This design comes from an exercise in tuning for small area, a short achievable clock period and few clock cycles on the open sky130 flow, not from production work.
Only simulation tests tie the RTL to the original design; equivalence was not proved.

// sphere_decoder
module sphere_decoder #(
    parameter WI = 10
)(
    input Clk,
    input Reset,
    input in_valid,
    input flagChannelorData,
    input [ (4*2*WI)-1 : 0] InData,
    output [11 : 0] OutData,
    output out_valid
);
    integer i, j, k;
    function [9:0] h10;
        input [9:0] x;
        reg [15:0] xe, s1, c1, s2, c2, t;
        begin
            xe = {{6{x[9]}}, x};
            s1 = xe ^ (xe << 2) ^ (xe << 3);
            c1 = ((xe & (xe << 2)) | (xe & (xe << 3)) | ((xe << 2) & (xe << 3))) << 1;
            s2 = s1 ^ c1 ^ (xe << 5);
            c2 = ((s1 & c1) | (s1 & (xe << 5)) | (c1 & (xe << 5))) << 1;
            t = s2 + c2;
            h10 = t[15:6];
        end
    endfunction
    function le10;
        input [9:0] a, b;
        reg [9:0] g, e;
        reg [4:0] g1, e1;
        reg [2:0] g2, e2;
        reg gg, eg;
        integer q;
        begin
            g = a & ~b;
            e = ~(a ^ b);
            for (q = 0; q < 5; q = q + 1) begin
                g1[q] = g[2*q+1] | (e[2*q+1] & g[2*q]);
                e1[q] = e[2*q+1] & e[2*q];
            end
            g2[0] = g1[1] | (e1[1] & g1[0]);  e2[0] = e1[1] & e1[0];
            g2[1] = g1[3] | (e1[3] & g1[2]);  e2[1] = e1[3] & e1[2];
            g2[2] = g1[4];                    e2[2] = e1[4];
            gg = g2[1] | (e2[1] & g2[0]);     eg = e2[1] & e2[0];
            le10 = ~(g2[2] | (e2[2] & gg));
        end
    endfunction
    reg [1:0]  bc;           
    reg        fresh;        
    reg        run;          
    reg [5:0]  cnt;          
    reg        ov_r;
    wire start = in_valid & ~flagChannelorData & ~run;
    reg [19:0] ch [0:9];
    reg [19:0] zr [0:3];
    always @(posedge Clk) begin
        if (bc == 2'd0) begin
            ch[0] <= InData[19:0];  ch[1] <= InData[39:20];
            ch[2] <= InData[59:40]; ch[3] <= InData[79:60];
        end
        if (bc == 2'd1) begin
            ch[4] <= InData[19:0];  ch[5] <= InData[39:20];
  ...
For scale: ~7500 cells after synthesis, roughly 97 I/O pins, ~0.071 mm² of cells after synthesis.
==> flow/config.mk <==
export PLATFORM = sky130hd
export DESIGN_NAME = sphere_decoder
export DESIGN_NICKNAME = sphere_decoder
export VERILOG_FILES = /design/flow/design.v
export SDC_FILE = /design/flow/constraint.sdc
export NUM_CORES = 4
export LEC_CHECK = 0
export CAP_MARGIN = 20
export CORE_MARGIN = 2
export CORE_UTILIZATION = 25
export SETUP_SLACK_MARGIN = 5
export SLEW_MARGIN = 20
==> flow/constraint.sdc <==
create_clock -name core_clock -period 10.0 [get_ports {Clk}]
set_input_delay 2.0000 -clock core_clock [delete_from_list [all_inputs] [get_ports {Clk}]]
set_output_delay 2.0000 -clock core_clock [all_outputs]
set_load 0.01 [all_outputs]
run.sh (not shown) runs the stock make flow with config.mk's settings and CLKGATE_MAP_FILE= SYNTH_SCRIPT=/design/flow/synth_recipe.tcl, a recipe that flattens the netlist after the stock synthesis.
Testbench counts at the start, summed over its fixed seeds: cycles 13,872.
==> next run, changes <==
--- a/flow/design.v
+++ b/flow/design.v
@@ -20,35 +20,35 @@
             c1 = ((xe & (xe << 2)) | (xe & (xe << 3)) | ((xe << 2) & (xe << 3))) << 1;
             s2 = s1 ^ c1 ^ (xe << 5);
             c2 = ((s1 & c1) | (s1 & (xe << 5)) | (c1 & (xe << 5))) << 1;
             t = s2 + c2;
             h10 = t[15:6];
         end
     endfunction
     function le10;
         input [9:0] a, b;
-        reg [9:0] g, e;
-        reg [4:0] g1, e1;
-        reg [2:0] g2, e2;
-        reg gg, eg;
+        reg [9:0] g, l;
+        reg [4:0] g1, l1;
+        reg [2:0] g2, l2;
+        reg gg;
         integer q;
         begin
             g = a & ~b;
-            e = ~(a ^ b);
+            l = ~a & b;
             for (q = 0; q < 5; q = q + 1) begin
-                g1[q] = g[2*q+1] | (e[2*q+1] & g[2*q]);
-                e1[q] = e[2*q+1] & e[2*q];
+                g1[q] = g[2*q+1] | (~l[2*q+1] & g[2*q]);
+                l1[q] = l[2*q+1] | (~g[2*q+1] & l[2*q]);
             end
-            g2[0] = g1[1] | (e1[1] & g1[0]);  e2[0] = e1[1] & e1[0];
-            g2[1] = g1[3] | (e1[3] & g1[2]);  e2[1] = e1[3] & e1[2];
-            g2[2] = g1[4];                    e2[2] = e1[4];
-            gg = g2[1] | (e2[1] & g2[0]);     eg = e2[1] & e2[0];
-            le10 = ~(g2[2] | (e2[2] & gg));
+            g2[0] = g1[1] | (~l1[1] & g1[0]);  l2[0] = l1[1] | (~g1[1] & l1[0]);
+            g2[1] = g1[3] | (~l1[3] & g1[2]);  l2[1] = l1[3] | (~g1[3] & l1[2]);
+            g2[2] = g1[4];                     l2[2] = l1[4];
+            gg = g2[1] | (~l2[1] & g2[0]);
+            le10 = ~(g2[2] | (~l2[2] & gg));
         end
     endfunction
     reg [1:0]  bc;           
     reg        fresh;        
     reg        run;          
     reg [5:0]  cnt;          
     reg        ov_r;
     wire start = in_valid & ~flagChannelorData & ~run;
     reg [19:0] ch [0:9];
@@ -187,19 +187,26 @@
     end
     reg [19:0] r1, r2, r3, zl;
     always @(*) begin
         r1 = ({20{lay[1]}} & ch[8]) | ({20{lay[2]}} & ch[5]) | ({20{lay[3]}} & ch[1]);
         r2 = ({20{lay[2]}} & ch[6]) | ({20{lay[3]}} & ch[2]);
         r3 = ({20{lay[3]}} & ch[3]);
         zl = ({20{lay[0]}} & zr[3]) | ({20{lay[1]}} & zr[2]) |
              ({20{lay[2]}} & zr[1]) | ({20{lay[3]}} & zr[0]);
     end
+    reg [21:0] L0;
+    reg [18:0] Lr [1:7];
     reg [21:0] L [0:7];
+    always @(*) begin
+        L[0] = L0;
+        for (i = 1; i < 8; i = i + 1)
+            L[i] = {Lr[i][18:9], 3'd0, Lr[i][8:0]};
+    end
     reg [18:0] S [0:2];
     reg [12:0] srt [0:7];
     reg [8:0]  path_d;
     reg [18:0] pf_in, parf;
     always @(*) begin
         pf_in = ({19{pf_sel[0]}} & {srt[1][12:3], 6'd0, srt[1][2:0]}) |
                 ({19{pf_sel[1]}} & {L[1][21:12], L[1][8:0]}) |
                 ({19{pf_sel[2]}} & {L[2][21:12], L[2][8:0]}) |
                 ({19{pf_sel[3]}} & {L[3][21:12], L[3][8:0]}) |
@@ -368,17 +375,18 @@
                     selB = ~c[k];
                 else
                     selB = ~c[8*(i-k)+k] & c[8*(i-k-1)+k];
                 nb = {srt[k][12:3], path_d, srt[k][2:0]};
                 mo[i] = mo[i] | ({22{selB}} & nb);
             end
         end
     end
     always @(posedge Clk) begin
-        for (i = 0; i < 8; i = i + 1)
-            L[i] <= mo[i];
+        L0 <= mo[0];
+        for (i = 1; i < 8; i = i + 1)
+            Lr[i] <= {mo[i][21:12], mo[i][8:0]};
         if (d_last)
             for (i = 0; i < 3; i = i + 1)
                 S[i] <= {mo[i+5][21:12], mo[i+5][8:0]};
     end
     assign OutData = {L[0][2:0], L[0][5:3], L[0][8:6], L[0][11:9]};
 endmodule
What happened: The new run completed with no timing, DRC or antenna violations; hold slack loses 5.1 ps; setup slack gets better by 16 ps; clock-buffer cell count drops by 7; design area shrinks by 3.4%; wire length came out higher by 2.6%; die area shrinks by 2.7%; synthesized cell count went up by 3.6%; critical path depth came out lower by 3; global-route usage is higher by 1.1 points; clock skew grows by 60 ps; first-iteration DRC count went up by 23%; fmax came out higher by 0.32%.
Testbench counts after the change, summed over its fixed seeds: cycles 13,872.

## separate check: timing with driven ports
How much do the figures lean on ideal ports? The routed layouts below were timed once more, with nothing changed but the port constraints.
Step 1 (the two cells are an assumption about what drives the block):
set clk [get_ports {Clk}]
set_driving_cell -lib_cell sky130_fd_sc_hd__clkbuf_16 $clk
set_driving_cell -lib_cell sky130_fd_sc_hd__buf_2 [delete_from_list [all_inputs] $clk]
Step 2 times the ports against the registers' clock, not the clock port: input delays grow and output delays shrink by t, the midpoint of the rising clock arrivals with the driver on.
Three values: ideal ports, drivers, drivers and shift; two values: the first two.
run | shift t [ns] | setup slack, ns | worst hold slack (ns)
the first run | 0.834 | 4.886 / 4.886 / 4.886 | 0.328 / 0.328 / 0.328
the second run | 0.819 | 4.903 / 4.903 / 4.903 | 0.322 / 0.322 / 0.322
After both steps every run listed still meets setup and hold.
